Source: an optimization exercise on an open RTL-to-GDS flow (aim: small area, a short achievable clock period and few clock cycles). Production flows keep margins and buffers that such runs may drop.
RTL that was checked went through simulation tests only; none was proved equivalent to the original.
Only the layout flow was run in runs 2 to 7; the RTL was not checked for function there.
Power figures rest on the tool's default switching activity, not on a simulated workload.

## flow/design.v

```verilog
module drawing_rectangle( input  wire        clk,
                      input  wire        rst,
                      input  wire        req,
                      output wire         ack,
                      output wire        busy,
                      input  wire [15:0] r0,  
                      input  wire [15:0] r1,  
                      input  wire [15:0] r2,  
                      input  wire [15:0] r3,  
                      input  wire [15:0] r4,  
                      input  wire [15:0] r5,
                      input  wire [15:0] r6,
                      input  wire [15:0] r7,
                      output wire        de_req,
                      input  wire        de_ack,
                      output reg [17:0] de_addr,
                      output reg  [3:0] de_nbyte,
                      output wire        de_rnw,
                      output reg [31:0] de_w_data,
                      input  wire [31:0] de_r_data );
reg [3:0] state;
reg [15:0] cur_y;
reg [15:0] end_y;
reg [17:0] word_startln;
reg [17:0] word_endln;
reg [7:0] color_and, color_xor;
reg [3:0] nbyte_start, nbyte_end;
wire [31:0] x_color_and, x_color_xor;
wire [19:0] pix_start = ({4'b0, r1} << 9) + ({4'b0, r1} << 7) + {4'b0, r0};
wire [19:0] pix_end = pix_start + {4'b0, r2} - 20'd1;
wire [3:0] mask_start = ~(4'b1111 >> (r0 - ((r0 >> 2) << 2)));
wire [3:0] mask_end = (4'b1111 >> ({1'b0, pix_end[1:0]} + 3'd1));
wire [3:0] mask_first = (pix_start[19:2] == pix_end[19:2]) ? (mask_start | mask_end) : mask_start;
assign ack = (state == 1);
assign busy = (state > 0);
assign de_req = (state == 2 || state == 5);
assign de_rnw = (state < 5);
assign x_color_and = {color_and, color_and, color_and, color_and};
assign x_color_xor = {color_xor, color_xor, color_xor, color_xor};
always @ (posedge clk)  
begin
	if (state == 4)
	begin
		de_w_data <= (de_r_data & x_color_and) ^ x_color_xor;
	end	
end
always @ (posedge clk)
begin
	if (rst) state <= 0; else
	case(state)
		0: if (req) state <= 1;
		1: begin
			state <= 2;
			de_addr <= pix_start[19:2];
			word_startln <= pix_start[19:2];
			word_endln <= pix_end[19:2];
			cur_y <= r1;
			end_y <= r1 + r3 - 1; 
			color_and <= ((r4 >> 8) & 8'hFF);  
			color_xor <= (r4 & 8'hFF);	 
			nbyte_start <= mask_first;
			nbyte_end <= mask_end;
			de_nbyte <= mask_first;
		end
		2: if (de_ack) state <= 3;
		3: state <= 4;
		4: state <= 5;
		5: if (de_ack) state <= 6;
		6: begin
			if (de_addr == word_endln) begin
				if (cur_y == end_y) state <= 0; else
				begin
					cur_y <= cur_y + 1;
					de_addr <= (word_startln + 160);
					word_startln <= word_startln + 160;
					word_endln <= word_endln + 160;
					de_nbyte <= nbyte_start;
					state <= 2;
				end		
			end else
 begin
				if (de_addr + 1 == word_endln)
					de_nbyte <= nbyte_end;
				else
					de_nbyte <= 4'b0000;  
				de_addr <= de_addr + 1;
				state <= 2;
			end
		end
		default: state <= 0;
	endcase
end 
endmodule
```

## flow/run.sh

```bash
#!/bin/bash
# synth_recipe.tcl (not shown) runs the flow's synth.tcl, then flattens the netlist and writes it again
# the make line also repeats each setting of config.mk as NAME=value (left out here)
make -C /OpenROAD-flow-scripts/flow DESIGN_CONFIG=/design/flow/config.mk WORK_HOME=/design/flow/orfs CLKGATE_MAP_FILE= SYNTH_SCRIPT=/design/flow/synth_recipe.tcl finish
```

## flow/config.mk

```make
export PLATFORM = sky130hd
export DESIGN_NAME = drawing_rectangle
export DESIGN_NICKNAME = drawing_rectangle
export VERILOG_FILES = /design/flow/design.v
export SDC_FILE = /design/flow/constraint.sdc
export NUM_CORES = 4
export LEC_CHECK = 0
export CAP_MARGIN = 20
export CORE_MARGIN = 2
export CORE_UTILIZATION = 40
export SLEW_MARGIN = 20
```

## flow/constraint.sdc

```tcl
create_clock -name core_clock -period 5.5 [get_ports {clk}]
set_input_delay 1.1000 -clock core_clock [delete_from_list [all_inputs] [get_ports {clk}]]
set_output_delay 1.1000 -clock core_clock [all_outputs]
set_load 0.01 [all_outputs]
```

==> flow_metrics.py, run 1 <==
metrics = {
    "route": {
        "detail_route.wl_per_cell_um": 15.0,
        "vias_per_cell": 4.97,
        "vias": 9030,
        "drt_iter0_markers": 535,
        "drt-total-wl_mm": 27.2,
        "detail_route.drc_violations": 0,
        "antenna_violating_nets_post_route": 0,
        "initial_drt_pass_iterations": 5,
    },
    "yosys": {
        "async_flop_share": 0,
        "yosys_register_bits": 148,
        "synth-main-ff-cell": "edfxtp_1",
        "synth_top_cell_area_share": 0.392,
        "most_frequently_used_cell_type_in_the_post_synthesis_netlist": "edfxtp_1",
        "synth_warnings": 1,
        "synthTopCellsByArea": "edfxtp_1 39%, xnor2_1 10%, ha_1 9.0%, nand2_1 4.8%, inv_1 4.6%",
        "synthesis.area_per_instance_um2": 9.41,
        "synth_cells": 1179,
        "synthTopCellsByCount": "145 x edfxtp_1, 142 x nand2_1, 135 x inv_1, 128 x xnor2_1",
        "netlist-cell-type-count": 67,
        "synth.net_count": 1433,
        "area_of_the_mapped_netlist_um2": 11100,
        "synth_largest_area_cell": "edfxtp_1",
        "ys_seq_area_frac": 0.398,
        "synth-edff-count": 145,
    },
    "grt": {
        "grt_first_pass_wirelength_mm": 43.2,
        "antenna_violations_before_repair": 0,
        "sum_of_overflow_across_all_layers_after_global_routing": 0,
        "grt_max_degree": 87,
        "groute.usage.overall": 0.187,
        "vias_in_the_first_global_route": 8644,
    },
    "power_and_ir_drop": {
        "cellInternalPower_uw": 3440,
        "comb_power_share": 0.483,
        "leakage_uw": 0.00606,
        "fraction_of_power_consumed_by_the_clock_network": 0.239,
        "total_switching_power_uw": 1810,
        "irDropWorstVdd_uv": 241,
        "seq_power_share": 0.278,
        "share_of_total_power_consumed_by_net_switching": 0.344,
        "power_per_cell_area_nw_per_um2": 351,
    },
    "run": {
        "max_cap_viol_count": 0,
    },
    "worst_setup_path": {
        "critPathKind": "in2reg",
        "r2r_start": "de_addr[3]",
        "worst_setup_sp": "r0[8]",
        "worstSetupEndpointType": "flip-flop",
        "worstRegToRegCells": 8,
        "timing.critical_path.cells": "clkdlybuf4s50_1 -> ha_1 -> ha_1 -> fa_2 -> buf_6 -> xor2_2 -> inv_2 -> ha_4 -> inv_2 -> ha_4 -> buf_4 -> a21oi_4 -> nor2b_1 -> a311oi_4 -> o21ai_2 -> buf_4 -> a31oi_1 -> xnor2_1 -> xnor2_2 -> or4_4 -> a31oi_1",
        "timing.critical_path.required_ns": 5.76,
        "worst_reg_to_reg_setup_slack_ns": 2.03,
        "critical_path_peak_fanout": 3,
        "worst_setup_path_endpoint": "de_nbyte[1]",
        "crit_path_top_delay_cell": "or4_4",
        "reg2reg_to": "word_startln[8]",
        "crit_path_max_cell_delay_ns": 0.56,
        "cp.arrival_ns": 5.59,
        "worst_setup_path_start_kind": "input pin",
    },
    "clock_network": {
        "cts_sinks": 148,
        "clock_tree.root_cell": "clkbuf_16",
        "tritoncts.num_buffers": 17,
        "clock_pin_slew_of_the_registers_on_the_worst_case_setup_and_hold_paths_ns": 0.07,
        "cts.path.max_buffers": 2,
        "clk_latency_ns": 0.42,
        "tritoncts": "built",
        "clock_tree.htree_level_count": 4,
    },
    "finish": {
        "diodes": 0,
        "areaGrowthSynthToFinish_pct": 34.8,
        "final-instance-count-excl-fill": 1817,
        "area_of_the_multi_input_gates_um2": 6370,
        "num-fill-cells": 2451,
        "fin_nets": 1686,
        "stdcell_area_um2": 15000,
        "drive_above_1_share": 0.152,
        "finalCoreUtilization": 0.552,
        "layout.area.seq_um2": 4410,
    },
    "die": {
        "initial_core_util": 0.409,
        "io_pins": 222,
        "floorplan.die.height_um": 171,
        "core_region_area_um2": 27100,
        "die_area_um2": 29100,
        "die_x_um": 171,
        "std_cell_rows": 60,
    },
    "timing": {
        "post_route_clock_skew_ns": 0.0132,
        "max-slew-margin-rel": 0.325,
        "slew_violations": 0,
        "clock.fmax_ghz": 0.188,
        "setup_slack_ns": 0.169,
        "timing_worst_slew_pin_value_ns": 1.01,
        "report.final.hold_viol_count": 0,
        "share_of_the_cycle_needed_by_the_critical_path_after_routing": 0.969,
        "final_critical_path_time_including_i_o_delays_and_setup_ns": 5.33,
        "setup-violations-final": 0,
    },
    "placed_design": {
        "dp_hpwl_mm": 21.0,
        "placedCellCount": 1773,
        "placed_area_um2": 13900,
        "detailedPlace.worstSlack_ns": -0.656,
        "gpl.final_weighted_congestion": 0.944,
        "portbufs": 173,
    },
    "status": {
        "run_status": "no timing/DRC/antenna violations",
    },
    "min_path": {
        "type_of_the_most_critical_hold_path": "reg2reg",
    },
}
[layout make-up]
type | instances | share of cell area
multi-input combinational | 851 | 0.426
tap | 372 | 0.0311
timing repair buffer | 279 | 0.172
sequential | 148 | 0.295
clock buffer | 17 | 0.0285
clock inverter | 15 | 0.0139
inverter | 135 | 0.0339
[state kept, by name, summed over array words and instances (netlist names)]
register	count
de_w_data	32
de_addr	18
word_endln	18
word_startln	18
cur_y	16
end_y	16
color_and	8
color_xor	8
de_nbyte	4
nbyte_start	4
nbyte_end	3
state	3
[power groups by stage]
| stage | Sequential, uW | Combinational [uW] | Clock [uW] |
|---|---|---|---|
| CTS | 1460 | 2310 | 1280 |
| floorplan | 1460 | 1350 | 0 |
| global placement | 1480 | 2160 | 0 |
| global route | 1470 | 2790 | 1330 |
| finish | 1460 | 2540 | 1250 |
| detailed placement | 1490 | 2190 | 0 |
[cell usage in the layout, fill, tap and decap left out, types with 31 or more instances in the layout]
master	count
clkdlybuf4s50_1	166
edfxtp_1	145
nand2_1	141
inv_1	127
xnor2_1	124
buf_4	103
nor2_1	74
ha_1	69
o21ai_0	66
xor2_1	52
nand3_1	31
[layer usage]
| metal | vias to the layer above | GRT usage | routed length, um | share of wire |
|---|---|---|---|---|
| met1 | 4190 | 0.266 | 13100 | 0.48 |
| met2 | 234 | 0.300 | 12400 | 0.46 |
| li1 | 4581 | - | - | - |
| met4 | 0 | 0.0461 | 329 | 0.012 |
| met3 | 25 | 0.0291 | 1340 | 0.049 |
| met5 | - | 0 | 0 | 0 |
[critical path, delay by kind of cell]
kind / cells / cell delay (ns)
XOR/XNOR: 3 / 0.51
buffers and inverters: 6 / 0.92
AND/OR/NAND/NOR: 2 / 0.66
AO/OA/AOI/OAI: 5 / 0.94
adder cells (fa/ha/maj): 5 / 1.43
[worst min-delay path by stage]
stage	start	endpoint	slack [ns]	cells past startpoint
2_1_floorplan	state[1]	state[2]	0.49	2
3_3_place_gp	state[1]	state[2]	0.54	2
3_5_place_dp	state[1]	state[2]	0.55	2
5_1_grt	state[1]	state[2]	0.60	2
4_1_cts	state[1]	state[2]	0.56	2
6_report	state[1]	state[2]	0.56	2
[per-stage QoR]
step	TNS, ns	hold slack, ns	total power, uW
2_1_floorplan	0	0.494	2810
3_5_place_dp	-3.30	0.550	3670
4_1_cts	0	0.561	5050
3_3_place_gp	-3.01	0.540	3640
6_report	0	0.560	5250
5_1_grt	-0.0145	0.604	5580
[cell families after synthesis]
kind of cell / count (synthesis) / share of synthesized area
and+or+nand+nor: 367 / 0.157
AOI/OAI and AO/OA: 196 / 0.113
xor gates and xnor gates: 186 / 0.152
buffers and inverters: 180 / 0.0617
DFF: 148 / 0.398
adders and majority gates: 90 / 0.108
muxes: 12 / 0.0109
[repair_timing]
| item | in CTS | in global routing |
|---|---|---|
| cloned | 0 | 0 |
| gates resized for setup | 21 | 53 |
| pin swaps | 15 | 30 |
| endpoints found under the setup margin | 6 | 6 |
| hold buffers | 0 | 0 |
| buffers inserted | 5 | 7 |
Testbench counts, summed over its fixed seeds: cycles 4,257,343.
==> run 2: changes to the inputs <==
==> flow/design.v (replaced) <==
module drawing_rectangle( input  wire        clk,
                      input  wire        rst,
                      input  wire        req,
                      output wire        ack,
                      output wire        busy,
                      input  wire [15:0] r0,  
                      input  wire [15:0] r1,  
                      input  wire [15:0] r2,  
                      input  wire [15:0] r3,  
                      input  wire [15:0] r4,  
                      input  wire [15:0] r5,
                      input  wire [15:0] r6,
                      input  wire [15:0] r7,
                      output wire        de_req,
                      input  wire        de_ack,
                      output wire [17:0] de_addr,
                      output wire  [3:0] de_nbyte,
                      output wire        de_rnw,
                      output wire [31:0] de_w_data,
                      input  wire [31:0] de_r_data );
reg        run;         
reg        ack_r;       
reg        rnw;         
reg [16:0] addr;        
reg  [7:0] cnt;         
reg  [8:0] rows;        
reg        first;       
wire  [8:0] y = r1[8:0];
wire  [9:0] x = r0[9:0];
wire  [9:0] w = r2[9:0];
wire  [7:0] c_and = r4[15:8];
wire  [7:0] c_xor = r4[7:0];
wire [11:0] y5 = {3'b000, y} + {1'b0, y, 2'b00};
wire [11:0] ys = y5 + {9'd0, x[9:7]};
wire [16:0] start_addr = {ys, x[6:2]};
wire  [9:0] wx = w + {8'd0, x[1:0]} - 10'd1;
wire  [7:0] n1 = wx[9:2];               
wire  [1:0] xs = x[1:0];
wire  [1:0] xe = wx[1:0];
wire fill = (c_and == 8'd0);
wire last_word = (cnt == 8'd0);
wire last_row = (rows == 9'd1);
wire step = run & de_ack;
wire done = step & ~rnw & last_word & last_row;
wire start = req & ~run & ~ack_r;
assign ack = ack_r;
assign busy = run;
assign de_req = run;
assign de_rnw = rnw;
assign de_addr = {1'b0, addr};
wire [3:0] ms = 4'b1111 << (3'd4 - {1'b0, xs});    
wire [3:0] me = 4'b1111 >> ({1'b0, xe} + 3'd1);    
assign de_nbyte = (first ? ms : 4'b0000) | (last_word ? me : 4'b0000);
assign de_w_data = (de_r_data & {4{c_and}}) ^ {4{c_xor}};
always @(posedge clk) begin
	if (rst) begin
		run <= 1'b0;
		ack_r <= 1'b0;
	end else begin
		ack_r <= done;
		if (start) run <= 1'b1;
		else if (done) run <= 1'b0;
	end
end
always @(posedge clk) begin
	if (start) begin
		addr <= start_addr;
		cnt <= n1;
		rows <= r3[8:0];
		first <= 1'b1;
		rnw <= ~fill;
	end else if (step) begin
		if (rnw) rnw <= 1'b0;
		else begin
			rnw <= ~fill;
			if (last_word) begin
				rows <= rows - 9'd1;
				cnt <= n1;
				first <= 1'b1;
				addr <= addr + {9'd0, 8'd160 - n1};
			end else begin
				cnt <= cnt - 8'd1;
				first <= 1'b0;
				addr <= addr + 17'd1;
			end
		end
	end
end
endmodule
--- a/flow/config.mk
+++ b/flow/config.mk
@@ -8,4 +8,5 @@
 export CAP_MARGIN = 20
 export CORE_MARGIN = 2
 export CORE_UTILIZATION = 40
+export SETUP_SLACK_MARGIN = 2.5
 export SLEW_MARGIN = 20
==> run 2 against run 1 <==
Net effect:
- register-to-register slack got worse by 0.09 ns
- die area down 64%
- worst setup slack better by 0.86 ns
- total power down 76%
- sequential power fell by 73%
- synthesized area is 65% lower
- flip-flop and latch count shrank 110
- sequential share of layout area shrank 11 points
- maximum frequency up 19%
- via count shrank 57%
- count of clock-buffer cells in the layout is 12 lower
- wire length decreased by 57%
- critical endpoint is now addr[11]
==> flow_metrics.py, run 2 <==
metrics = {
    "grt": {
        "antenna_violations_before_repair": 0,
        "sum_of_overflow_across_all_layers_after_global_routing": 0,
        "groute.usage.overall": 0.216,
        "grt_first_pass_wirelength_mm": 17.9,
        "grt_max_degree": 37,
        "vias_in_the_first_global_route": 3938,
    },
    "clock_network": {
        "clock_pin_slew_of_the_registers_on_the_worst_case_setup_and_hold_paths_ns": 0.08,
        "tritoncts.num_buffers": 5,
        "cts.path.max_buffers": 2,
        "clock_tree.htree_level_count": 2,
        "cts.hold.buffers_added": 0,
        "tritoncts": "built",
        "clock_tree.root_cell": "clkbuf_8",
        "clk_latency_ns": 0.30,
        "cts_sinks": 38,
    },
    "timing": {
        "setup_total_negative_slack_ns": 0,
        "setup_slack_ns": 1.03,
        "unrepaired_setup_endpoints_after_global_routing": "true",
        "report.final.hold_viol_count": 0,
        "post_route_clock_skew_ns": 0.0113,
        "slew_violations": 0,
        "clock.fmax_ghz": 0.223,
        "final_critical_path_time_including_i_o_delays_and_setup_ns": 4.47,
        "timing_worst_slew_pin_value_ns": 1.04,
        "share_of_the_cycle_needed_by_the_critical_path_after_routing": 0.814,
        "setup-violations-final": 0,
        "max-slew-margin-rel": 0.303,
    },
    "route": {
        "drt-total-wl_mm": 11.7,
        "vias": 3852,
        "drt_iter0_markers": 124,
        "detail_route.drc_violations": 0,
        "vias_per_cell": 5.12,
        "antenna_violating_nets_post_route": 0,
        "detail_route.wl_per_cell_um": 15.5,
        "initial_drt_pass_iterations": 4,
    },
    "die": {
        "std_cell_rows": 35,
        "io_pins": 222,
        "die_x_um": 103,
        "core_region_area_um2": 9330,
        "floorplan.die.height_um": 103,
        "die_area_um2": 10500,
        "initial_core_util": 0.416,
    },
    "finish": {
        "largest_register_ffs": 17,
        "top_regs": "addr x17, rows x9, cnt x8",
        "drive_above_1_share": 0.253,
        "areaGrowthSynthToFinish_pct": 55.9,
        "diodes": 0,
        "layout_commonest_cell": "nand2_1",
        "fin_nets": 830,
        "max_flop_register": "addr",
        "layout.cells.most_common_list": "56 x nand2_1, 54 x clkdlybuf4s50_1, 46 x xnor2_1",
        "num-fill-cells": 825,
    },
    "power_and_ir_drop": {
        "irDropWorstVdd_uv": 115,
        "leakage_uw": 0.00263,
        "fin_total_pwr_uw": 1270,
        "power_per_cell_area_nw_per_um2": 209,
    },
    "yosys": {
        "synth_cells": 454,
        "synthTopCellsByCount": "63 x nand2_1, 56 x xnor2_1, 40 x nor2_1, 39 x ha_1, 35 x edfxtp_1",
        "synthTopCellsByArea": "edfxtp_1 27%, xnor2_1 13%, ha_1 13%, nand2_1 6.1%, xor2_1 4.3%",
        "synth.net_count": 661,
        "synth-edff-count": 35,
        "most_frequently_used_cell_type_in_the_post_synthesis_netlist": "nand2_1",
        "synth_warnings": 1,
        "netlist-cell-type-count": 55,
        "ys_seq_area_frac": 0.286,
        "synthesis.area_per_instance_um2": 8.56,
        "synth_top_cell_area_share": 0.271,
        "async_flop_share": 0,
        "synth_largest_area_cell": "edfxtp_1",
        "yosys_register_bits": 38,
        "synth-main-ff-cell": "edfxtp_1",
        "area_of_the_mapped_netlist_um2": 3880,
    },
    "worst_setup_path": {
        "worst_setup_path_start_kind": "input pin",
        "critPathKind": "in2reg",
        "worst_reg_to_reg_setup_slack_ns": 1.94,
        "worstSetupEndpointType": "flip-flop",
        "critical_path_peak_fanout": 5,
        "cp.arrival_ns": 4.52,
        "timing.critical_path.required_ns": 5.55,
    },
    "placed_design": {
        "portbufs": 146,
        "dp_hpwl_mm": 8.85,
        "gpl.final_weighted_congestion": 0.869,
        "detailedPlace.worstSlack_ns": 0.140,
    },
    "min_path": {
        "type_of_the_most_critical_hold_path": "reg2reg",
    },
    "run": {
        "max_cap_viol_count": 0,
    },
    "status": {
        "run_status": "no timing/DRC/antenna violations",
    },
}
run 2: final cells by class:
cell class,instances,area [um2],area share
multi-input combinational,371,3000,0.495
tap,129,161,0.0267
timing repair buffer,180,1540,0.254
sequential,38,1110,0.183
clock inverter,3,68.8,0.0114
inverter,27,114,0.0188
clock buffer,5,68.8,0.0114
run 2: worst paths after layout:
path	cells past startpoint	start	to
min reg2reg	2	first	first
max reg2reg	13	cnt[0]	addr[7]
max	18	r0[1]	addr[11]
min	2	first	first
run 2: layer usage:
layer / up-vias / track usage / share of wire
met5: - / 0 / 0
met2: 119 / 0.407 / 0.51
met4: 0 / 0.0523 / 0.016
li1: 1924 / - / -
met3: 16 / 0.0583 / 0.067
met1: 1793 / 0.240 / 0.41
run 2: cell families after synthesis:
group,after synthesis,synth area share
xor gates and xnor gates,75,0.169
buffers and inverters,45,0.0454
other,1,0.000965
and+or+nand+nor,153,0.179
AOI/OAI and AO/OA,95,0.163
DFF,38,0.286
adders and majority gates,43,0.146
muxes,4,0.0103
run 2: critical path, stage by stage:
cell,delay [ns]
buf_12,0.08
inv_8,0.03
ha_4,0.24
inv_2,0.03
ha_4,0.15
fa_2,0.38
a21o_1,0.25
a221oi_2,0.34
xnor2_2,0.21
buf_4,0.18
xnor2_2,0.11
nor2_1,0.06
ha_1,0.37
o21a_1,0.20
o21a_1,0.22
a2111o_1,0.42
o221ai_1,0.07
nor2_1,0.05
run 2: repair_timing:
action	CTS	global route
setup buffers	23	8
gates resized for setup	253	40
endpoints found under the setup margin	93	67
gates cloned	0	0
pin swaps	62	38
run 2: stage by stage:
stage / hold WS, ns / cell area [um2] / cells / utilization
CTS: 0.567 / 5860 / 745 / 0.628
global route: 0.625 / 6060 / 753 / 0.649
finish: 0.566 / 6060 / 753 / 0.649
detailed placement: 0.557 / 5540 / 714 / 0.594
global placement: 0.535 / 5540 / 714 / 0.594
floorplan: 0.490 / 3970 / 454 / -
run 2: power by group:
part	leakage (uW)	internal, uW	switching, uW
Clock	0.0000683	182	111
Sequential	0.000356	362	30.7
Combinational	0.00221	298	282
==> run 3: changes to the inputs <==
--- a/flow/design.v
+++ b/flow/design.v
@@ -22,6 +22,7 @@
 reg        ack_r;       
 reg        rnw;         
 reg [16:0] addr;        
+reg  [7:0] stride;      
 reg  [7:0] cnt;         
 reg  [8:0] rows;        
 reg        first;       
@@ -33,16 +34,17 @@
 wire [11:0] y5 = {3'b000, y} + {1'b0, y, 2'b00};
 wire [11:0] ys = y5 + {9'd0, x[9:7]};
 wire [16:0] start_addr = {ys, x[6:2]};
-wire  [9:0] wx = w + {8'd0, x[1:0]} - 10'd1;
-wire  [7:0] n1 = wx[9:2];               
+wire  [9:0] sw = (10'd644 - {8'd0, x[1:0]}) - w;
 wire  [1:0] xs = x[1:0];
-wire  [1:0] xe = wx[1:0];
+wire  [1:0] xe = x[1:0] + w[1:0] - 2'd1;
 wire fill = (c_and == 8'd0);
-wire last_word = (cnt == 8'd0);
+wire last_word = (cnt == 8'd160);
 wire last_row = (rows == 9'd1);
 wire step = run & de_ack;
 wire done = step & ~rnw & last_word & last_row;
 wire start = req & ~run & ~ack_r;
+wire  [7:0] inc = last_word ? stride : 8'd1;
+wire [16:0] addr_next = addr + {9'd0, inc};
 assign ack = ack_r;
 assign busy = run;
 assign de_req = run;
@@ -65,7 +67,8 @@
 always @(posedge clk) begin
 	if (start) begin
 		addr <= start_addr;
-		cnt <= n1;
+		stride <= sw[9:2];
+		cnt <= sw[9:2];
 		rows <= r3[8:0];
 		first <= 1'b1;
 		rnw <= ~fill;
@@ -73,16 +76,10 @@
 		if (rnw) rnw <= 1'b0;
 		else begin
 			rnw <= ~fill;
-			if (last_word) begin
-				rows <= rows - 9'd1;
-				cnt <= n1;
-				first <= 1'b1;
-				addr <= addr + {9'd0, 8'd160 - n1};
-			end else begin
-				cnt <= cnt - 8'd1;
-				first <= 1'b0;
-				addr <= addr + 17'd1;
-			end
+			first <= last_word;
+			addr <= addr_next;
+			cnt <= last_word ? stride : cnt + 8'd1;
+			if (last_word) rows <= rows - 9'd1;
 		end
 	end
 end
==> run 3 against run 2 <==
Net effect:
- still clean on timing, DRC and antenna
- synthesized cell count down 2.2%
- worst setup slack better by 1.3 ns
- via count down 3.5%
- global-route usage down 1.0 points
- largest cell class unchanged
==> flow_metrics.py, run 3 <==
metrics = {
    "status": {
        "run_status": "no timing/DRC/antenna violations",
    },
    "grt": {
        "grt_first_pass_wirelength_mm": 18.1,
        "vias_in_the_first_global_route": 3810,
        "groute.usage.overall": 0.206,
        "antenna_violations_before_repair": 2,
        "grt_max_degree": 57,
        "sum_of_overflow_across_all_layers_after_global_routing": 0,
    },
    "yosys": {
        "yosys_register_bits": 46,
        "synthTopCellsByCount": "73 x nand2_1, 54 x xnor2_1, 43 x edfxtp_1, 39 x ha_1, 38 x o21ai_0",
        "synth_cells": 444,
        "post_synth_mux_area_share": 0.00503,
        "synthTopCellsByArea": "edfxtp_1 32%, ha_1 12%, xnor2_1 12%, nand2_1 6.9%, o21ai_0 4.8%",
        "synthSimpleGateAreaFrac": 0.155,
        "most_frequently_used_cell_type_in_the_post_synthesis_netlist": "nand2_1",
        "main_combinational_cell_family_by_area_after_synthesis": "compound AO/OA/AOI/OAI gates",
        "synth_largest_area_cell": "edfxtp_1",
        "synth_warnings": 1,
        "post_synth_fa_ha_maj_area_fraction": 0.143,
        "synth_top_cell_area_share": 0.324,
        "synth-edff-count": 43,
        "netlist-cell-type-count": 49,
        "synth_xor_xnor_area_share": 0.147,
        "synth-main-ff-cell": "edfxtp_1",
        "synthesis.area_per_instance_um2": 8.96,
        "synth_compound_area_frac": 0.163,
        "area_of_the_mapped_netlist_um2": 3980,
        "async_flop_share": 0,
        "ys_seq_area_frac": 0.340,
        "synth.net_count": 651,
    },
    "route": {
        "drt_iter0_markers": 89,
        "initial_drt_pass_iterations": 4,
        "vias": 3716,
        "drt-total-wl_mm": 11.2,
        "vias_per_cell": 5.05,
        "route.met3.wl_um": 636,
        "routed.top_layer": "met5",
        "detail_route.wirelength.met1_mm": 4.46,
        "detail_route.drc_violations": 0,
        "wl_met2_mm": 5.88,
        "antenna_violating_nets_post_route": 0,
        "detail_route.wl_per_cell_um": 15.2,
    },
    "die": {
        "floorplan.die.height_um": 104,
        "initial_core_util": 0.409,
        "core_region_area_um2": 9730,
        "std_cell_rows": 36,
        "die_area_um2": 10800,
        "die_x_um": 104,
        "io_pins": 222,
    },
    "min_path": {
        "hold_path_depth": 2,
        "min_to": "run",
        "type_of_the_most_critical_hold_path": "reg2reg",
        "hold_path_startpoint": "run",
    },
    "timing": {
        "post_route_clock_skew_ns": 0.0147,
        "final_critical_path_time_including_i_o_delays_and_setup_ns": 3.15,
        "timing_worst_slew_pin_value_ns": 0.663,
        "setup-violations-final": 0,
        "setup_total_negative_slack_ns": 0,
        "clock.fmax_ghz": 0.318,
        "slew_violations": 0,
        "max-slew-margin-rel": 0.556,
        "report.final.hold_viol_count": 0,
        "unrepaired_setup_endpoints_after_global_routing": "true",
        "share_of_the_cycle_needed_by_the_critical_path_after_routing": 0.572,
    },
    "worst_setup_path": {
        "critPathKind": "reg2out",
        "worstRegToRegCells": 14,
        "critical_path_peak_fanout": 6,
        "worstSetupEndpointType": "output pin",
        "worst_setup_path_start_kind": "flip-flop",
        "cp.arrival_ns": 2.05,
        "reg2reg_to": "addr[8]",
        "timing.critical_path.required_ns": 4.40,
        "r2r_start": "cnt[1]",
        "worst_reg_to_reg_setup_slack_ns": 2.37,
    },
    "power_and_ir_drop": {
        "irDropWorstVdd_uv": 114,
        "power_per_cell_area_nw_per_um2": 202,
        "leakage_uw": 0.00253,
    },
    "finish": {
        "largest_register_ffs": 17,
        "layout_commonest_cell": "nand2_1",
        "max_flop_register": "addr",
        "areaGrowthSynthToFinish_pct": 50.1,
        "fin_nets": 808,
        "finalCoreUtilization": 0.614,
        "top_regs": "addr x17, rows x9",
        "drive_above_1_share": 0.224,
        "layout.cells.most_common_list": "72 x nand2_1, 53 x xnor2_1, 51 x clkdlybuf4s50_1",
    },
    "clock_network": {
        "clock_tree.root_cell": "clkbuf_8",
        "tritoncts.num_buffers": 5,
        "cts_sinks": 46,
        "clock_tree.htree_level_count": 2,
        "clk_latency_ns": 0.32,
        "tritoncts": "built",
        "cts.path.max_buffers": 2,
        "clock_pin_slew_of_the_registers_on_the_worst_case_setup_and_hold_paths_ns": 0.10,
    },
    "placed_design": {
        "dp_hpwl_mm": 8.63,
        "gpl.final_weighted_congestion": 0.790,
        "portbufs": 146,
    },
    "run": {
        "max_cap_viol_count": 0,
    },
}
run 3: changes by cell type in the layout (fill, tap and decap cells not counted), sizes merged, moves of 7 or more:
cell	delta
edfxtp	+8
nand2	+10
o21ai	+21
a21oi	-9
nor2	-15
nor3	-7
a211oi	+8
run 3: power breakdown:
| group | internal, uW | switching (uW) |
|---|---|---|
| Clock | 137 | 133 |
| Combinational | 237 | 225 |
| Sequential | 440 | 38.1 |
run 3: per-layer routing:
layer	vias to the layer above	GRT usage
met5	-	0
met4	2	0.0454
met3	21	0.0610
met2	97	0.385
met1	1728	0.229
li1	1868	-
run 3: area by class of cell:
cell class | count | area (um2)
Sequential cell | 46 | 1350
Tap cell | 133 | 166
Clock inverter | 3 | 43.8
Fill cell | 898 | 3760
Multi-Input combinational cell | 353 | 2780
Timing Repair Buffer | 170 | 1450
Clock buffer | 5 | 68.8
Antenna cell | 1 | 2.50
Inverter | 25 | 111
run 3: worst max path at each step:
stage,startpoint,to,slack [ns]
CTS,cnt[0],de_nbyte[0],2.37
detailed placement,r1[2],addr[14],1.41
global placement,r1[2],addr[14],1.40
finish,cnt[1],de_nbyte[2],2.35
global route,cnt[1],addr[16],2.22
floorplan,r1[2],addr[14],2.32
run 3: cells by family after synthesis:
kind of cell               count (synthesis)
and+or+nand+nor                          137
muxes                                      2
DFF                                       46
xor gates and xnor gates                  67
buffers and inverters                     45
other                                      1
adders and majority gates                 43
AOI/OAI and AO/OA                        103
run 3: timing repair:
item / in CTS / in global routing
setup buffers: 15 / 7
setup endpoints to repair: 101 / 54
pin swaps: 49 / 33
hold buffers: 0 / 0
gates resized for setup: 265 / 45
run 3: worst max-delay path, cell delays in order, from the launching register on:
cell	delay [ns]
edfxtp_1	0.41
inv_1	0.08
ha_2	0.18
nand4b_1	0.18
nor4_4	0.28
buf_4	0.20
buf_6	0.11
a32o_1	0.15
buf_2	0.13
run 3: metrics by stage:
step	area (um2)	power [uW]	setup slack (ns)	std cells	hold slack [ns]
after floorplan	4030	722	2.32	444	0.473
after global placement	5580	926	1.40	705	0.555
after detailed placement	5580	933	1.41	705	0.557
after CTS	5740	1190	2.37	728	0.574
after global routing	5970	1280	2.22	735	0.585
final	5970	1210	2.35	736	0.574
==> run 4: changes to the inputs <==
==> flow/flow/run.sh (new file) <==
#!/bin/bash
set -e
export BUFFER_PORTS_ARGS="-buffer_cell sky130_fd_sc_hd__buf_1"
bash standard.sh finish > standard.log 2>&1
==> flow/standard.sh (new file) <==
#!/bin/bash
# synth_recipe.tcl (not shown) runs the flow's synth.tcl, then flattens the netlist and writes it again
# the make line also repeats each setting of config.mk as NAME=value (left out here)
make -C /OpenROAD-flow-scripts/flow DESIGN_CONFIG=/design/flow/config.mk WORK_HOME=/design/flow/orfs CLKGATE_MAP_FILE= SYNTH_SCRIPT=/design/flow/synth_recipe.tcl "${@:-finish}"
removed: flow/run.sh
==> run 4 against run 3 <==
Net effect:
- maximum frequency shrank 0.98%
- via count down 0.57%
- flip-flop and latch count did not move
- cell area fell by 13%
- final cell count shrank 0.68%
- register-to-register slack better by 0.04 ns
- clock power about the same
- combinational power down 15%
- synthesized area unchanged
- critical path depth is 1 higher
- count of clock-buffer cells in the layout unchanged
==> flow_metrics.py, run 4 <==
metrics = {
    "power_and_ir_drop": {
        "cellInternalPower_uw": 755,
        "seq_power_share": 0.419,
        "fin_total_pwr_uw": 1140,
        "share_of_total_power_consumed_by_net_switching": 0.339,
        "total_switching_power_uw": 388,
        "irDropWorstVdd_uv": 92.9,
        "leakage_uw": 0.00198,
        "comb_power_share": 0.343,
        "fraction_of_power_consumed_by_the_clock_network": 0.238,
        "power_per_cell_area_nw_per_um2": 220,
    },
    "route": {
        "drt_iter0_markers": 131,
        "initial_drt_pass_iterations": 4,
        "detail_route.wl_per_cell_um": 13.6,
        "drt-total-wl_mm": 9.92,
        "antenna_violating_nets_post_route": 0,
        "vias": 3695,
        "vias_per_cell": 5.05,
        "detail_route.drc_violations": 0,
    },
    "clock_network": {
        "tritoncts": "built",
        "tritoncts.num_buffers": 5,
        "clock_pin_slew_of_the_registers_on_the_worst_case_setup_and_hold_paths_ns": 0.09,
        "clk_latency_ns": 0.31,
        "cts_sinks": 46,
        "clock_tree.htree_level_count": 2,
        "cts.path.max_buffers": 2,
        "clock_tree.root_cell": "clkbuf_8",
    },
    "worst_setup_path": {
        "worst_reg_to_reg_setup_slack_ns": 2.41,
        "worst_setup_path_endpoint": "de_nbyte[2]",
        "worst_setup_sp": "cnt[0]",
        "cp_depth": 9,
        "worstRegToRegCells": 14,
        "worst-path-buf-inv": 5,
        "crit_path_top_delay_cell": "edfxtp_1",
        "critPathKind": "reg2out",
        "cp_top_family": "buffers and inverters",
        "crit_path_max_cell_delay_ns": 0.41,
        "crit_top_cell": "buf_6",
        "r2r_start": "cnt[0]",
        "critical_path_peak_fanout": 3,
        "worstSetupEndpointType": "output pin",
        "timing.critical_path.required_ns": 4.40,
        "cp.arrival_ns": 2.08,
        "worst_setup_path_start_kind": "flip-flop",
        "reg2reg_to": "addr[15]",
        "timing.critical_path.cells": "inv_1 -> ha_2 -> nand4b_1 -> nor4_4 -> buf_4 -> buf_6 -> buf_6 -> a32o_1 -> buf_2",
    },
    "finish": {
        "max_flop_register": "addr",
        "drive_above_1_share": 0.147,
        "fin_nets": 803,
        "areaGrowthSynthToFinish_pct": 30.8,
        "num-fill-cells": 947,
        "layout.cells.most_common_list": "138 x buf_1, 72 x nand2_1, 53 x xnor2_1",
        "layout_commonest_cell": "buf_1",
        "largest_register_ffs": 17,
        "top_regs": "addr x17, rows x9",
    },
    "yosys": {
        "synth-edff-count": 43,
        "synthTopCellsByArea": "edfxtp_1 32%, ha_1 12%, xnor2_1 12%, nand2_1 6.9%, o21ai_0 4.8%",
        "netlist-cell-type-count": 49,
        "synth_largest_area_cell": "edfxtp_1",
        "async_flop_share": 0,
        "synth_warnings": 1,
        "area_of_the_mapped_netlist_um2": 3980,
        "synth-main-ff-cell": "edfxtp_1",
        "synth.net_count": 651,
        "synth_cells": 444,
        "yosys_register_bits": 46,
        "synthesis.area_per_instance_um2": 8.96,
        "synth_top_cell_area_share": 0.324,
        "ys_seq_area_frac": 0.340,
        "most_frequently_used_cell_type_in_the_post_synthesis_netlist": "nand2_1",
        "synthTopCellsByCount": "73 x nand2_1, 54 x xnor2_1, 43 x edfxtp_1, 39 x ha_1, 38 x o21ai_0",
    },
    "placed_design": {
        "portbufs": 146,
        "gpl.final_weighted_congestion": 0.767,
        "dp_hpwl_mm": 7.50,
    },
    "die": {
        "core_region_area_um2": 9730,
        "floorplan.die.height_um": 104,
        "die_area_um2": 10800,
        "die_x_um": 104,
        "initial_core_util": 0.409,
        "io_pins": 222,
        "std_cell_rows": 36,
    },
    "timing": {
        "share_of_the_cycle_needed_by_the_critical_path_after_routing": 0.578,
        "timing_worst_slew_pin_value_ns": 0.655,
        "unrepaired_setup_endpoints_after_global_routing": "true",
        "setup_total_negative_slack_ns": 0,
        "final_critical_path_time_including_i_o_delays_and_setup_ns": 3.18,
        "setup-violations-final": 0,
        "max-slew-margin-rel": 0.562,
        "slew_violations": 0,
        "post_route_clock_skew_ns": 0.00683,
        "report.final.hold_viol_count": 0,
        "clock.fmax_ghz": 0.315,
    },
    "run": {
        "max_cap_viol_count": 0,
    },
    "grt": {
        "vias_in_the_first_global_route": 3690,
        "sum_of_overflow_across_all_layers_after_global_routing": 0,
        "grt_first_pass_wirelength_mm": 16.4,
        "antenna_violations_before_repair": 1,
        "grt_max_degree": 57,
        "groute.usage.overall": 0.182,
    },
    "status": {
        "run_status": "no timing/DRC/antenna violations",
    },
    "min_path": {
        "type_of_the_most_critical_hold_path": "reg2reg",
    },
}
## run 4: cell counts after synthesis
Identical to the previous run, type by type.
## run 4: what timing repair did
action,in CTS,in global routing
gates resized for setup,39,26
endpoints found under the setup margin,17,22
hold buffers,0,0
buffers inserted,8,9
pin swaps,22,26
## run 4: cell type report
cell class              count  area, um2  area share
flip-flops and latches     46       1350       0.260
clock inverters             3       48.8     0.00938
repair buffers            165        739       0.142
clock buffers               5       68.8      0.0132
diodes                      1       2.50    0.000481
multi-input cells         353       2720       0.523
inverters                  25        104      0.0200
well taps                 133        166      0.0320
## run 4: tightest hold or removal path, delay by kind of cell, from the launching register on
| family | cells | cell delay (ns) |
|---|---|---|
| compound gates | 1 | 0.13 |
| flops | 1 | 0.37 |
| simple gates | 1 | 0.04 |
## run 4: per-layer routing
| metal | vias up | part of all wire | track usage |
|---|---|---|---|
| met2 | 89 | 0.51 | 0.335 |
| met1 | 1741 | 0.43 | 0.218 |
| met3 | 13 | 0.047 | 0.0390 |
| met5 | - | 0 | 0 |
| met4 | 0 | 0.014 | 0.0415 |
| li1 | 1852 | - | - |
## run 4: worst min-delay path by stage
stage                from  endpoint  slack, ns  depth (start not counted)
finish                run       run       0.57                          2
global route          run       run       0.59                          2
CTS                   run       run       0.57                          2
detailed placement    run       run       0.55                          2
global placement      run       run       0.54                          2
floorplan           first     first       0.47                          1
## run 4: through the flow
stage | cells | area (um2) | utilization | hold slack (ns) | setup WS [ns]
5_1_grt | 730 | 5200 | 0.535 | 0.593 | 2.21
6_report | 731 | 5200 | 0.535 | 0.572 | 2.32
3_3_place_gp | 705 | 4670 | 0.480 | 0.540 | 1.83
3_5_place_dp | 705 | 4670 | 0.480 | 0.551 | 1.77
2_1_floorplan | 444 | 4030 | - | 0.473 | 2.32
4_1_cts | 721 | 5020 | 0.516 | 0.566 | 2.36
## run 4: logic make-up after synthesis
| logic type | Yosys count | share of synthesized area |
|---|---|---|
| fa+ha+maj | 43 | 0.143 |
| xor+xnor | 67 | 0.147 |
| mux | 2 | 0.00503 |
| compound gates | 103 | 0.163 |
| flops | 46 | 0.340 |
| simple gates | 137 | 0.155 |
| other cells | 1 | 0.000942 |
| buf+inv | 45 | 0.0465 |
## run 4: power by group through the flow
stage | logic (uW) | clock network, uW | registers [uW]
after floorplan | 242 | 0 | 480
after global placement | 344 | 0 | 481
after detailed placement | 352 | 0 | 482
after CTS | 375 | 276 | 476
after global routing | 438 | 293 | 484
final | 392 | 272 | 479
==> run 5: changes to the inputs <==
--- a/flow/design.v
+++ b/flow/design.v
@@ -25,7 +25,8 @@
 reg  [7:0] stride;      
 reg  [7:0] cnt;         
 reg  [8:0] rows;        
-reg        first;       
+reg        lw;          
+reg  [3:0] nb;          
 wire  [8:0] y = r1[8:0];
 wire  [9:0] x = r0[9:0];
 wire  [9:0] w = r2[9:0];
@@ -38,7 +39,8 @@
 wire  [1:0] xs = x[1:0];
 wire  [1:0] xe = x[1:0] + w[1:0] - 2'd1;
 wire fill = (c_and == 8'd0);
-wire last_word = (cnt == 8'd160);
+wire last_word = lw;
+wire single = (stride == 8'd160);           
 wire last_row = (rows == 9'd1);
 wire step = run & de_ack;
 wire done = step & ~rnw & last_word & last_row;
@@ -52,7 +54,7 @@
 assign de_addr = {1'b0, addr};
 wire [3:0] ms = 4'b1111 << (3'd4 - {1'b0, xs});    
 wire [3:0] me = 4'b1111 >> ({1'b0, xe} + 3'd1);    
-assign de_nbyte = (first ? ms : 4'b0000) | (last_word ? me : 4'b0000);
+assign de_nbyte = nb;
 assign de_w_data = (de_r_data & {4{c_and}}) ^ {4{c_xor}};
 always @(posedge clk) begin
 	if (rst) begin
@@ -70,13 +72,20 @@
 		stride <= sw[9:2];
 		cnt <= sw[9:2];
 		rows <= r3[8:0];
-		first <= 1'b1;
+		lw <= (sw[9:2] == 8'd160);
+		nb <= ms | ((sw[9:2] == 8'd160) ? me : 4'b0000);
 		rnw <= ~fill;
 	end else if (step) begin
 		if (rnw) rnw <= 1'b0;
 		else begin
 			rnw <= ~fill;
-			first <= last_word;
+			if (last_word) begin
+				lw <= single;
+				nb <= ms | (single ? me : 4'b0000);
+			end else begin
+				lw <= (cnt == 8'd159);
+				nb <= (cnt == 8'd159) ? me : 4'b0000;
+			end
 			addr <= addr_next;
 			cnt <= last_word ? stride : cnt + 8'd1;
 			if (last_word) rows <= rows - 9'd1;
==> flow/run.sh (new file) <==
#!/bin/bash
# synth_recipe.tcl (not shown) runs the flow's synth.tcl, then flattens the netlist and writes it again
# the make line also repeats each setting of config.mk as NAME=value (left out here)
make -C /OpenROAD-flow-scripts/flow DESIGN_CONFIG=/design/flow/config.mk WORK_HOME=/design/flow/orfs CLKGATE_MAP_FILE= SYNTH_SCRIPT=/design/flow/synth_recipe.tcl finish
removed: flow/flow/run.sh
removed: flow/standard.sh
==> run 5 against run 4 <==
Net effect:
- hold slack improved by 0.029 ns
- total power increased by 19%
- global-route usage grew 3.7 points
- critical path depth unchanged
- count of clock-buffer cells in the layout increased by 3
- critical endpoint is now addr[15]
- cell area up 23%
- wire length increased by 31%
- synthesized cell count up 7.0%
==> flow_metrics.py, run 5 <==
metrics = {
    "finish": {
        "drive_above_1_share": 0.219,
        "areaGrowthSynthToFinish_pct": 49.3,
        "largest_register_ffs": 17,
        "fin_nets": 841,
        "final-instance-count-excl-fill": 773,
        "layout_commonest_cell": "nand2_1",
        "layout.area.seq_um2": 1480,
        "max_flop_register": "addr",
        "top_regs": "addr x17, rows x9",
        "area_of_the_multi_input_gates_um2": 3090,
        "layout.cells.most_common_list": "74 x nand2_1, 48 x edfxtp_1, 48 x dlygate4sd2_1",
        "finalCoreUtilization": 0.618,
        "num-fill-cells": 907,
        "stdcell_area_um2": 6410,
    },
    "timing": {
        "report.final.hold_viol_count": 0,
        "share_of_the_cycle_needed_by_the_critical_path_after_routing": 0.560,
        "max-slew-margin-rel": 0.671,
        "setup_total_negative_slack_ns": 0,
        "final_critical_path_time_including_i_o_delays_and_setup_ns": 3.08,
        "setup-violations-final": 0,
        "unrepaired_setup_endpoints_after_global_routing": "true",
        "timing_worst_slew_pin_value_ns": 0.489,
        "post_route_clock_skew_ns": 0.0108,
        "worst_hold_slack_ns": 0.601,
        "slew_violations": 0,
        "clock.fmax_ghz": 0.325,
    },
    "worst_setup_path": {
        "worst_setup_path_start_kind": "input pin",
        "worstRegToRegCells": 11,
        "critical_path_peak_fanout": 2,
        "cp.arrival_ns": 3.25,
        "timing.critical_path.required_ns": 5.67,
        "critPathKind": "in2reg",
        "worstSetupEndpointType": "flip-flop",
    },
    "yosys": {
        "synth_warnings": 1,
        "synth.net_count": 681,
        "synth-edff-count": 48,
        "ys_seq_area_frac": 0.345,
        "area_of_the_mapped_netlist_um2": 4290,
        "synth_xor_xnor_area_share": 0.143,
        "post_synth_fa_ha_maj_area_fraction": 0.129,
        "netlist-cell-type-count": 55,
        "post_synth_mux_area_share": 0.0117,
        "yosys_register_bits": 50,
        "async_flop_share": 0,
        "synthTopCellsByCount": "77 x nand2_1, 51 x xnor2_1, 48 x edfxtp_1, 38 x ha_1, 29 x a21oi_1",
        "synthTopCellsByArea": "edfxtp_1 34%, ha_1 11%, xnor2_1 10%, nand2_1 6.7%, xor2_1 3.9%",
        "synthesis.area_per_instance_um2": 9.04,
        "main_combinational_cell_family_by_area_after_synthesis": "simple AND/OR/NAND/NOR gates",
        "synth_largest_area_cell": "edfxtp_1",
        "synth_cells": 475,
        "synth_top_cell_area_share": 0.336,
        "most_frequently_used_cell_type_in_the_post_synthesis_netlist": "nand2_1",
        "synthSimpleGateAreaFrac": 0.186,
        "synth-main-ff-cell": "edfxtp_1",
        "synth_compound_area_frac": 0.140,
    },
    "grt": {
        "grt_first_pass_wirelength_mm": 19.7,
        "antenna_violations_before_repair": 1,
        "sum_of_overflow_across_all_layers_after_global_routing": 0,
        "grt_max_degree": 29,
        "groute.usage.overall": 0.220,
        "vias_in_the_first_global_route": 4060,
    },
    "run": {
        "max_cap_viol_count": 0,
    },
    "power_and_ir_drop": {
        "power_per_cell_area_nw_per_um2": 213,
        "leakage_uw": 0.00266,
        "irDropWorstVdd_uv": 108,
    },
    "route": {
        "antenna_violating_nets_post_route": 0,
        "drt_iter0_markers": 163,
        "detail_route.drc_violations": 0,
        "drt-total-wl_mm": 13.0,
        "detail_route.wl_per_cell_um": 16.9,
        "vias_per_cell": 5.22,
        "vias": 4034,
        "initial_drt_pass_iterations": 4,
    },
    "placed_design": {
        "placed_area_um2": 5920,
        "dp_hpwl_mm": 9.62,
        "portbufs": 146,
        "placedCellCount": 741,
        "gpl.final_weighted_congestion": 0.812,
    },
    "clock_network": {
        "tritoncts.num_buffers": 5,
        "cts_sinks": 50,
        "clock_tree.root_cell": "clkbuf_8",
        "clk_latency_ns": 0.31,
        "tritoncts": "built",
        "cts.path.max_buffers": 2,
        "clock_pin_slew_of_the_registers_on_the_worst_case_setup_and_hold_paths_ns": 0.09,
        "cts.hold.buffers_added": 0,
        "clock_tree.htree_level_count": 2,
    },
    "min_path": {
        "hold_path_depth": 2,
        "type_of_the_most_critical_hold_path": "reg2reg",
    },
    "die": {
        "die_area_um2": 11600,
        "die_x_um": 108,
        "floorplan.die.height_um": 108,
        "initial_core_util": 0.414,
        "std_cell_rows": 37,
        "io_pins": 222,
        "core_region_area_um2": 10400,
    },
    "status": {
        "run_status": "no timing/DRC/antenna violations",
    },
}
-- run 5: cells by family (layout without fill, tap and decap cells) --
group	count (synthesis)	count (layout)
mux	5	5
simple gates	165	166
xor+xnor	70	70
other cells	1	2
buf+inv	47	207
fa+ha+maj	42	42
compound gates	95	95
flops	50	50
-- run 5: layout make-up --
| class | count | share of cell area |
|---|---|---|
| Inverter | 27 | 0.0164 |
| Multi-Input combinational cell | 379 | 0.482 |
| Sequential cell | 50 | 0.231 |
| Antenna cell | 1 | 0.000390 |
| Clock buffer | 8 | 0.0125 |
| Timing Repair Buffer | 172 | 0.231 |
| Tap cell | 136 | 0.0265 |
-- run 5: critical path, cell delays in order --
cell and delay, ns:
buf_6 0.10, fa_1 0.50, ha_1 0.31, a21o_1 0.21, a21oi_4 0.19, o31ai_4 0.08, mux2i_1 0.13, or4b_1 0.52
a21oi_2 0.11
-- run 5: where the power goes --
| part | switching (uW) | total [uW] | internal [uW] |
|---|---|---|---|
| sequential | 40.6 | 527 | 486 |
| clock | 118 | 209 | 90.7 |
| combinational | 315 | 629 | 315 |
-- run 5: routing by layer --
metal / wire [um] / GRT usage / up-vias
met5: 0 / 0 / -
met4: 210 / 0.0522 / 0
met3: 967 / 0.0563 / 19
met2: 6630 / 0.401 / 149
met1: 5230 / 0.257 / 1880
li1: - / - / 1986
-- run 5: path summary, 6_finish.rpt --
path	from	end	slack, ns
setup / recovery	r1[0]	addr[15]	2.42
hold / removal	rows[8]	ack_r	0.60
setup reg to reg	lw	addr[16]	2.65
hold reg to reg	rows[8]	ack_r	0.60
-- run 5: through the flow --
step / power (uW) / worst slack [ns]
finish: 1370 / 2.42
global route: 1450 / 2.34
CTS: 1330 / 2.33
detailed placement: 1100 / 1.55
global placement: 1090 / 1.57
floorplan: 850 / 2.33
-- run 5: timing repair --
item                                    in CTS  in global routing
cloned                                       1                  0
setup buffers                               20                  2
pin swaps                                   52                 35
resized for setup                          263                 46
endpoints found under the setup margin      93                 25
==> run 6: changes to the inputs <==
--- a/flow/design.v
+++ b/flow/design.v
@@ -18,6 +18,7 @@
                       output wire        de_rnw,
                       output wire [31:0] de_w_data,
                       input  wire [31:0] de_r_data );
+reg        pre;         
 reg        run;         
 reg        ack_r;       
 reg        rnw;         
@@ -27,28 +28,26 @@
 reg  [8:0] rows;        
 reg        lw;          
 reg  [3:0] nb;          
-wire  [8:0] y = r1[8:0];
 wire  [9:0] x = r0[9:0];
 wire  [9:0] w = r2[9:0];
 wire  [7:0] c_and = r4[15:8];
 wire  [7:0] c_xor = r4[7:0];
-wire [11:0] y5 = {3'b000, y} + {1'b0, y, 2'b00};
-wire [11:0] ys = y5 + {9'd0, x[9:7]};
+wire [11:0] ys = {3'b000, rows} + {1'b0, rows, 2'b00} + {9'd0, x[9:7]};
 wire [16:0] start_addr = {ys, x[6:2]};
 wire  [9:0] sw = (10'd644 - {8'd0, x[1:0]}) - w;
 wire  [1:0] xs = x[1:0];
 wire  [1:0] xe = x[1:0] + w[1:0] - 2'd1;
 wire fill = (c_and == 8'd0);
+wire single = (stride == 8'd160);           
 wire last_word = lw;
-wire single = (stride == 8'd160);           
 wire last_row = (rows == 9'd1);
 wire step = run & de_ack;
 wire done = step & ~rnw & last_word & last_row;
-wire start = req & ~run & ~ack_r;
+wire start = req & ~pre & ~run & ~ack_r;
 wire  [7:0] inc = last_word ? stride : 8'd1;
 wire [16:0] addr_next = addr + {9'd0, inc};
 assign ack = ack_r;
-assign busy = run;
+assign busy = pre | run;
 assign de_req = run;
 assign de_rnw = rnw;
 assign de_addr = {1'b0, addr};
@@ -58,37 +57,42 @@
 assign de_w_data = (de_r_data & {4{c_and}}) ^ {4{c_xor}};
 always @(posedge clk) begin
 	if (rst) begin
+		pre <= 1'b0;
 		run <= 1'b0;
 		ack_r <= 1'b0;
 	end else begin
 		ack_r <= done;
-		if (start) run <= 1'b1;
+		pre <= start;
+		if (pre) run <= 1'b1;
 		else if (done) run <= 1'b0;
 	end
 end
 always @(posedge clk) begin
 	if (start) begin
+		stride <= sw[9:2];
+		rows <= r1[8:0];
+	end else if (pre) begin
 		addr <= start_addr;
-		stride <= sw[9:2];
-		cnt <= sw[9:2];
+		cnt <= stride;
 		rows <= r3[8:0];
-		lw <= (sw[9:2] == 8'd160);
-		nb <= ms | ((sw[9:2] == 8'd160) ? me : 4'b0000);
+		lw <= single;
+		nb <= ms | (single ? me : 4'b0000);
 		rnw <= ~fill;
 	end else if (step) begin
 		if (rnw) rnw <= 1'b0;
 		else begin
 			rnw <= ~fill;
+			addr <= addr_next;
 			if (last_word) begin
+				cnt <= stride;
+				rows <= rows - 9'd1;
 				lw <= single;
 				nb <= ms | (single ? me : 4'b0000);
 			end else begin
+				cnt <= cnt + 8'd1;
 				lw <= (cnt == 8'd159);
 				nb <= (cnt == 8'd159) ? me : 4'b0000;
 			end
-			addr <= addr_next;
-			cnt <= last_word ? stride : cnt + 8'd1;
-			if (last_word) rows <= rows - 9'd1;
 		end
 	end
 end
==> flow/flow/run.sh (new file) <==
#!/bin/bash
set -e
export BUFFER_PORTS_ARGS="-buffer_cell sky130_fd_sc_hd__buf_1"
bash standard.sh finish > standard.log 2>&1
==> flow/standard.sh (new file) <==
#!/bin/bash
# synth_recipe.tcl (not shown) runs the flow's synth.tcl, then flattens the netlist and writes it again
# the make line also repeats each setting of config.mk as NAME=value (left out here)
make -C /OpenROAD-flow-scripts/flow DESIGN_CONFIG=/design/flow/config.mk WORK_HOME=/design/flow/orfs CLKGATE_MAP_FILE= SYNTH_SCRIPT=/design/flow/synth_recipe.tcl "${@:-finish}"
--- a/flow/config.mk
+++ b/flow/config.mk
@@ -5,8 +5,9 @@
 export SDC_FILE = /design/flow/constraint.sdc
 export NUM_CORES = 4
 export LEC_CHECK = 0
+export ABC_CLOCK_PERIOD_IN_PS = 2700
 export CAP_MARGIN = 20
 export CORE_MARGIN = 2
 export CORE_UTILIZATION = 40
-export SETUP_SLACK_MARGIN = 2.5
+export SETUP_SLACK_MARGIN = 2.8
 export SLEW_MARGIN = 20
removed: flow/run.sh
==> run 6 against run 5 <==
Net effect:
- sequential share of layout area increased by 4.3 points
- maximum frequency increased by 4.5%
- combinational power decreased by 8.3%
- flip-flop and latch count increased by 1
- clock power increased by 9%
- cell area decreased by 15%
- die area increased by 0.53%
- via count decreased by 7.3%
- first-iteration DRC count decreased by 29%
- total power decreased by 2.5%
- critical path depth increased by 1
- non-clock buffer count decreased by 18
- critical path type unchanged
==> flow_metrics.py, run 6 <==
metrics = {
    "status": {
        "run_status": "no timing/DRC/antenna violations",
    },
    "yosys": {
        "synth-edff-count": 48,
        "async_flop_share": 0,
        "synth_cells": 459,
        "synth-main-ff-cell": "edfxtp_1",
        "synth_top_cell_area_share": 0.334,
        "yosys_register_bits": 51,
        "synth_warnings": 1,
        "synthesis.area_per_instance_um2": 9.40,
        "area_of_the_mapped_netlist_um2": 4320,
        "netlist-cell-type-count": 56,
        "synth.net_count": 665,
        "most_frequently_used_cell_type_in_the_post_synthesis_netlist": "nand2_1",
        "ys_seq_area_frac": 0.348,
        "synthTopCellsByCount": "70 x nand2_1, 50 x xnor2_1, 48 x edfxtp_1, 38 x ha_1, 29 x a21oi_1",
        "synth_largest_area_cell": "edfxtp_1",
        "synthTopCellsByArea": "edfxtp_1 33%, ha_1 11%, xnor2_1 10%, nand2_1 6.1%, xor2_1 3.7%",
    },
    "route": {
        "vias": 3739,
        "detail_route.wl_per_cell_um": 13.7,
        "drt_iter0_markers": 116,
        "initial_drt_pass_iterations": 4,
        "antenna_violating_nets_post_route": 0,
        "detail_route.drc_violations": 0,
        "vias_per_cell": 5.06,
        "drt-total-wl_mm": 10.2,
    },
    "placed_design": {
        "portbufs": 146,
        "dp_hpwl_mm": 7.85,
        "gpl.final_weighted_congestion": 0.819,
    },
    "finish": {
        "fin_nets": 808,
        "drive_above_1_share": 0.231,
        "num-fill-cells": 979,
        "top_regs": "addr x17, rows x9",
        "area_of_the_multi_input_gates_um2": 2850,
        "layout.cells.most_common_list": "95 x buf_1, 54 x nand2_1, 48 x edfxtp_1",
        "areaGrowthSynthToFinish_pct": 26.7,
        "layout.area.seq_um2": 1500,
        "max_flop_register": "addr",
        "diodes": 0,
        "layout_commonest_cell": "buf_1",
        "largest_register_ffs": 17,
    },
    "clock_network": {
        "clock_tree.root_cell": "clkbuf_8",
        "clock_tree.htree_level_count": 2,
        "tritoncts": "built",
        "cts_sinks": 51,
        "clk_latency_ns": 0.31,
        "cts.hold.buffers_added": 0,
        "tritoncts.num_buffers": 5,
        "cts.path.max_buffers": 2,
        "clock_pin_slew_of_the_registers_on_the_worst_case_setup_and_hold_paths_ns": 0.10,
    },
    "grt": {
        "antenna_violations_before_repair": 0,
        "grt_first_pass_wirelength_mm": 16.4,
        "grt_max_degree": 34,
        "sum_of_overflow_across_all_layers_after_global_routing": 0,
        "groute.usage.overall": 0.175,
        "vias_in_the_first_global_route": 3685,
    },
    "timing": {
        "final_critical_path_time_including_i_o_delays_and_setup_ns": 2.94,
        "worst_hold_slack_ns": 0.564,
        "timing_worst_slew_pin_value_ns": 0.563,
        "report.final.hold_viol_count": 0,
        "post_route_clock_skew_ns": 0.00947,
        "share_of_the_cycle_needed_by_the_critical_path_after_routing": 0.535,
        "max-slew-margin-rel": 0.624,
        "slew_violations": 0,
        "unrepaired_setup_endpoints_after_global_routing": "true",
        "setup-violations-final": 0,
        "clock.fmax_ghz": 0.340,
        "setup_total_negative_slack_ns": 0,
    },
    "die": {
        "die_x_um": 108,
        "initial_core_util": 0.414,
        "floorplan.die.height_um": 108,
        "die_area_um2": 11600,
        "io_pins": 222,
        "std_cell_rows": 37,
        "core_region_area_um2": 10400,
    },
    "worst_setup_path": {
        "critPathKind": "in2reg",
        "critical_path_peak_fanout": 3,
        "reg2reg_to": "addr[14]",
        "worstRegToRegCells": 9,
        "worst_setup_path_endpoint": "addr[14]",
        "r2r_start": "rows[0]",
        "worstSetupEndpointType": "flip-flop",
        "worst_setup_path_start_kind": "input pin",
        "worst_reg_to_reg_setup_slack_ns": 2.78,
        "worst_setup_sp": "r0[9]",
        "cp.arrival_ns": 3.00,
        "timing.critical_path.required_ns": 5.55,
    },
    "power_and_ir_drop": {
        "comb_power_share": 0.433,
        "irDropWorstVdd_uv": 114,
        "cellInternalPower_uw": 838,
        "fraction_of_power_consumed_by_the_clock_network": 0.170,
        "share_of_total_power_consumed_by_net_switching": 0.371,
        "seq_power_share": 0.396,
        "power_per_cell_area_nw_per_um2": 243,
        "total_switching_power_uw": 494,
        "leakage_uw": 0.00219,
    },
    "min_path": {
        "type_of_the_most_critical_hold_path": "reg2reg",
        "hold_path_depth": 2,
    },
    "run": {
        "max_cap_viol_count": 0,
    },
}
-- run 6: cell types whose count changed after synthesis, moves of 3 or more --
| cell | previous run | this run |
|---|---|---|
| nor2_1 | 24 | 17 |
| o211ai_1 | 3 | 10 |
| and3_1 | 5 | 2 |
| a21o_1 | 8 | 1 |
| o21ai_2 | 0 | 7 |
| buf_2 | 3 | 0 |
| nand3_1 | 12 | 15 |
| mux2i_1 | 5 | 9 |
| mux2_2 | 0 | 3 |
| nand2_1 | 77 | 70 |
| a31oi_1 | 3 | 0 |
-- run 6: layer usage --
layer  track usage  vias up  wire length [um]
met3        0.0242        6               431
met5             0        -                 0
met4        0.0357        0                86
met2         0.297      102              4870
li1              -     1916                 -
met1         0.237     1715              4760
-- run 6: area by class of cell --
cell class,instances,share of cell area
clock buffer,5,0.0126
clock inverter,3,0.00435
inverter,27,0.0222
multi-input combinational,363,0.520
sequential,51,0.274
tap,136,0.0311
timing repair buffer,154,0.135
-- run 6: what timing repair did --
action	in CTS	in global routing
pin swaps	11	31
gates resized for setup	46	76
gates cloned	0	0
endpoints found under the setup margin	49	43
setup buffers	1	5
-- run 6: worst max-delay path, cell delays in order --
cell      delay (ns)
buf_8           0.08
inv_8           0.03
fa_1            0.48
inv_2           0.05
fa_2            0.37
a211oi_4        0.31
o21ai_1         0.09
a31o_2          0.29
xnor2_2         0.12
mux2i_1         0.08
-- run 6: kinds of logic (layout without fill, tap and decap cells) --
logic type               count (synthesis)  count (layout)  share of synthesized area
AND/OR/NAND/NOR                        146             146                      0.166
AO/OA/AOI/OAI                           94              94                      0.140
XOR/XNOR                                68              68                      0.138
flip-flops                              51              51                      0.348
buffers and inverters                   45             189                     0.0501
adder cells (fa/ha/maj)                 42              42                      0.129
multiplexers                            12              12                     0.0287
other                                    1               1                   0.000869
-- run 6: metrics by stage --
step | instance area, um2 | power [uW] | util | instances | setup WS [ns]
after CTS | 5220 | 1290 | 0.501 | 733 | 2.57
after detailed placement | 5010 | 1040 | 0.481 | 724 | 2.06
after global placement | 5010 | 1020 | 0.481 | 724 | 2.08
after global routing | 5470 | 1430 | 0.525 | 739 | 2.49
final | 5470 | 1330 | 0.525 | 739 | 2.56
after floorplan | 4390 | 905 | - | 459 | 2.45
-- run 6: worst min path at each step --
stage	start	to	slack, ns
6_report	run	run	0.56
5_1_grt	run	run	0.62
4_1_cts	run	run	0.57
3_5_place_dp	run	run	0.56
3_3_place_gp	run	run	0.53
2_1_floorplan	stride[7]	cnt[7]	0.53
-- run 6: power groups by stage --
stage | sequential [uW] | combinational, uW | clock (uW)
global placement | 536 | 487 | 0
floorplan | 531 | 374 | 0
CTS | 529 | 530 | 233
finish | 528 | 577 | 227
detailed placement | 538 | 500 | 0
global route | 535 | 647 | 244
==> run 7: changes to the inputs <==
--- a/flow/config.mk
+++ b/flow/config.mk
@@ -5,7 +5,6 @@
 export SDC_FILE = /design/flow/constraint.sdc
 export NUM_CORES = 4
 export LEC_CHECK = 0
-export ABC_CLOCK_PERIOD_IN_PS = 2700
 export CAP_MARGIN = 20
 export CORE_MARGIN = 2
 export CORE_UTILIZATION = 40
==> run 7 against run 6 <==
Net effect:
- still clean on timing, DRC and antenna
- combinational power hardly changed
- first-iteration DRC count did not move
- critical path depth did not move
- core utilization unchanged
- final cell count stayed put
- wire length did not move
- synthesized area stayed put
- global-route usage stayed put
- via count unchanged
- clock power hardly changed
- critical endpoint unchanged
- largest cell class unchanged
==> flow_metrics.py, run 7 <==
metrics = {
    "clock_network": {
        "clock_tree.htree_level_count": 2,
        "clock_pin_slew_of_the_registers_on_the_worst_case_setup_and_hold_paths_ns": 0.10,
    },
    "finish": {
        "finalCoreUtilization": 0.525,
        "top_regs": "addr x17, rows x9",
        "diodes": 0,
        "fin_nets": 808,
        "areaGrowthSynthToFinish_pct": 26.7,
        "layout_commonest_cell": "buf_1",
        "largest_register_ffs": 17,
    },
    "timing": {
        "setup-violations-final": 0,
        "slew_violations": 0,
        "unrepaired_setup_endpoints_after_global_routing": "true",
        "post_route_clock_skew_ns": 0.00947,
        "timing_worst_slew_pin_value_ns": 0.563,
        "max-slew-margin-rel": 0.624,
        "worst_hold_slack_ns": 0.564,
        "setup_total_negative_slack_ns": 0,
    },
    "yosys": {
        "yosys_register_bits": 51,
        "most_frequently_used_cell_type_in_the_post_synthesis_netlist": "nand2_1",
        "synth_top_cell_area_share": 0.334,
        "synthesis.area_per_instance_um2": 9.40,
        "async_flop_share": 0,
        "synth_warnings": 1,
        "ys_seq_area_frac": 0.348,
        "synth_largest_area_cell": "edfxtp_1",
        "synth.net_count": 665,
        "synth_cells": 459,
    },
    "die": {
        "initial_core_util": 0.414,
        "core_region_area_um2": 10400,
        "std_cell_rows": 37,
        "floorplan.die.height_um": 108,
        "die_area_um2": 11600,
    },
    "grt": {
        "grt_max_degree": 34,
        "sum_of_overflow_across_all_layers_after_global_routing": 0,
        "antenna_violations_before_repair": 0,
        "grt_first_pass_wirelength_mm": 16.4,
    },
    "route": {
        "drt_iter0_markers": 116,
        "detail_route.wl_per_cell_um": 13.7,
        "detail_route.drc_violations": 0,
    },
    "worst_setup_path": {
        "timing.critical_path.cells": "buf_8 -> inv_8 -> fa_1 -> inv_2 -> fa_2 -> a211oi_4 -> o21ai_1 -> a31o_2 -> xnor2_2 -> mux2i_1",
        "cp.arrival_ns": 3.00,
        "worst_reg_to_reg_setup_slack_ns": 2.78,
        "worstSetupEndpointType": "flip-flop",
        "crit_path_top_delay_cell": "fa_1",
        "worst-path-buf-inv": 3,
    },
    "status": {
        "run_status": "no timing/DRC/antenna violations",
    },
    "power_and_ir_drop": {
        "leakage_uw": 0.00219,
    },
    "placed_design": {
        "portbufs": 146,
        "dp_hpwl_mm": 7.85,
    },
}
-- run 7: cell families (layout without fill, tap and decap cells) --
group           after synthesis  count (layout)  share of synthesized area
simple gates                146             146                      0.166
compound gates               94              94                      0.140
xor+xnor                     68              68                      0.138
flops                        51              51                      0.348
buf+inv                      45             189                     0.0501
fa+ha+maj                    42              42                      0.129
mux                          12              12                     0.0287
other cells                   1               1                   0.000869
-- run 7: path summary, 6_finish.rpt --
kind | start | depth (start not counted) | to
setup / recovery | r0[9] | 10 | addr[14]
hold / removal | run | 2 | run
setup reg to reg | rows[0] | 9 | addr[14]
hold reg to reg | run | 2 | run
-- run 7: worst reg2reg max path, cell delays in order, from the launching register on --
cell	delay (ns)
edfxtp_1	0.50
inv_1	0.13
fa_1	0.53
inv_2	0.05
fa_2	0.37
a211oi_4	0.31
o21ai_1	0.09
a31o_2	0.29
xnor2_2	0.12
mux2i_1	0.08
-- run 7: area by class of cell --
cell class | count | area, um2 | share of cell area
repair buffers | 154 | 739 | 0.135
flip-flops and latches | 51 | 1500 | 0.274
well taps | 136 | 170 | 0.0311
multi-input cells | 363 | 2850 | 0.520
clock buffers | 5 | 68.8 | 0.0126
inverters | 27 | 121 | 0.0222
clock inverters | 3 | 23.8 | 0.00435
-- run 7: repair_timing --
item,in CTS,in global routing
pin swaps,11,31
gates cloned,0,0
resized for setup,46,76
setup buffers,1,5
endpoints found under the setup margin,49,43
-- run 7: power by group --
part | internal [uW] | switching, uW
Clock | 91.3 | 135
Combinational | 262 | 315
Sequential | 485 | 43.0
Total | 838 | 494
-- run 7: layer usage --
layer	track usage	vias up	wire [um]
met5	0	-	0
met4	0.0357	0	86
met3	0.0242	6	431
met2	0.297	102	4870
met1	0.237	1715	4760
li1	-	1916	-
-- run 7: stage by stage --
step / total power, uW / setup WS [ns] / area (um2)
after floorplan: 905 / 2.45 / 4390
after global placement: 1020 / 2.08 / 5010
after detailed placement: 1040 / 2.06 / 5010
after CTS: 1290 / 2.57 / 5220
after global routing: 1430 / 2.49 / 5470
final: 1330 / 2.56 / 5470

Setup slack of run 7, layout unchanged: 2.555 ns with ideal ports, 2.532 ns with driving cells assumed (clock clkbuf_16, inputs buf_2), 2.194 ns with port delays also shifted by the 0.338 ns mid clock arrival.
